Context: an optimization exercise on an open-source flow, tuned for small area, a short achievable clock period and few clock cycles per item. The choices shown serve that exercise and are no tape-out recipe. In this exercise RTL edits were held to simulation tests only and were not proved equivalent to the original. Power is estimated from default activity; no workload was simulated.

==> inputs of try-xenon <==
==> flow/design.v (excerpt) <==
module proc
#(
    parameter ID = 1
)
(
    input clk,
    input res,
    input         instr_gnt,
    input         instr_r_valid,
    input  [31:0] instr_read,
    output        instr_req,
    output [31:0] instr_addr,
    input         data_gnt,
    input         data_r_valid,
    input  [31:0] data_read,
    output        data_req,
    output        data_write_enable,
    output [3:0]  data_be,
    output [31:0] data_addr,
    output [31:0] data_write
);
clock: 20.0 ns
lec_check: 0
cap_margin: 20
core_margin: 2
core_utilization: 40
slew_margin: 20
standard.sh (not shown) runs the stock make flow with config.mk's settings and CLKGATE_MAP_FILE= SYNTH_SCRIPT=/design/flow/synth_recipe.tcl, a recipe that flattens the netlist after the stock synthesis.
==> flow/flow/run.sh <==
#!/bin/bash
# Standard ORFS layout, with the resizer's setup repair aiming for extra slack
# (the clock and the constraints are the design's own).
set -euo pipefail
bash standard.sh SETUP_SLACK_MARGIN=14 finish > standard_flow.log 2>&1
==> try-ember (differences from try-xenon) <==
==> flow/flow/run.sh (replaced) <==
#!/bin/bash
# Standard ORFS layout, with the resizer's setup repair aiming for extra slack
# (the clock and the constraints are the design's own).
set -euo pipefail
bash standard.sh SETUP_SLACK_MARGIN=15 finish > standard_flow.log 2>&1
==> out/metrics.yaml <==
final_layout:
  nNetsFinal: 10100
flow_run:
  drv_cap: 1
setup_path:
  crit_fanout: 4
run_status:
  status: "finished with violations"
  failed_layout_checks: "max-capacitance violations"
(the above is from try-ember)
==> out/metrics.yaml <==
run_status:
  status: "no timing/DRC/antenna violations"
final_layout:
  largest_register_ffs: 992
  nNetsFinal: 9778
  comb.multi_input.count: 6495
flow_run:
  drv_cap: 0
synth:
  synth.cell_area_sq_um: 96300
setup_path:
  r2r_start: "ib0[21]"
  crit_fanout: 19
(the above is from try-xenon)
Testbench counts of try-xenon, summed over its fixed seeds: cycles 45,012, instructions 33,484.
Testbench counts of try-ember, summed over its fixed seeds: cycles 45,012, instructions 33,484.

==> inputs of run K <==
proc, a different RTL version from the one above (not shown whole).
export LEC_CHECK = 0
export CAP_MARGIN = 20
export CORE_MARGIN = 2
export CORE_UTILIZATION = 40
export SLEW_MARGIN = 20
create_clock -name core_clock -period 20.0 [get_ports {clk}]
==> flow/flow/run.sh <==
#!/bin/bash
# Standard ORFS layout, with the resizer's setup repair aiming for extra slack
# (the clock and the constraints are the design's own); the core is filled to
# 55%, and the design repair keeps more headroom below the max-capacitance and
# max-slew limits.
set -euo pipefail
bash standard.sh SETUP_SLACK_MARGIN=15 CORE_UTILIZATION=55 CAP_MARGIN=35 SLEW_MARGIN=35 \
    finish > standard_flow.log 2>&1
==> inputs of run A, as changes to run K <==
==> flow/flow/run.sh (replaced) <==
#!/bin/bash
# Standard ORFS layout, with the resizer's setup repair aiming for extra slack
# (the clock and the constraints are the design's own); the design repair
# keeps more headroom below the max-capacitance and max-slew limits.
set -euo pipefail
bash standard.sh SETUP_SLACK_MARGIN=15 CAP_MARGIN=35 SLEW_MARGIN=35 finish > standard_flow.log 2>&1
==> qor summary <==
metric	run K	run A
Layout area overhead	17.34%	20.11%
DR vias/cell	7.655	7.038
Status	no timing/DRC/antenna violations	no timing/DRC/antenna violations
Net Sw Power	4.734 mW	4.911 mW
Global-route met2 utilization	0.7485	0.5897
Final Net Count	9751	9848
CP startpoint	pc_f[12]	pc_f[16]
Die area	178400 um^2	244600 um^2
Worst setup slack before clock tree synthesis	12.99 ns	12.89 ns
Row count	153	180
Proportion of power drawn by the clock network	0.272	0.291
Highest clock frequency the design can meet	0.1860 GHz	0.1851 GHz
Initial antenna violation count	49	48
Power of the clock network	3.44 mW	3.83 mW
Sequential cell fraction of total power	0.408	0.385
Fin cells	11800	12770
Overall power	12.64 mW	13.17 mW
Buffer share of cell area	0.06686	0.07175
Antenna diode count	29	30
Width of the die	422.4 um	494.6 um
Number of stages on the worst hold path	2	0
Via count of the first global-routing pass	83780	84470
Testbench counts of run K, summed over its fixed seeds: cycles 45,377, instructions 33,484.
Testbench counts of run A, summed over its fixed seeds: cycles 45,377, instructions 33,484.

==> port drivers added, routing unchanged <==
In the flow no input, the clock included, has a driving cell. The finished layouts below were timed again as built, in two steps.
Step 1 sets driving cells, clkbuf_16 on the clock port and buf_2 on the other inputs (assumed; they add their load-dependent delay and slew).
Step 2, shift: input delay + t, output delay - t, t = (earliest + latest rising clock arrival at the registers) / 2. This alone moves slack from input paths to output paths.
a / b / c = ideal ports / drivers / drivers and shift; a / b = the first two.
run	t (ns)	slack for setup (ns)	worst setup path at the end	slew at the worst register clock pin (ns)	worst slew at a driven data input, ns
try-xenon	0.982	13.829 / 13.829 / 13.078	input to register	0.07 / 0.07	0.26
try-ember	0.953	14.430 / 14.335 / 13.992	input to register	0.07 / 0.07	0.21
run K	0.942	14.622 / 14.533 / 14.084	input to register	0.07 / 0.07	0.07
run A	1.006	14.599 / 14.504 / 14.021	input to register	0.07 / 0.07	0.17
For try-xenon, which loses most, drivers alone change the setup slack by 0.000 ns; drivers and shift together by -0.751 ns.
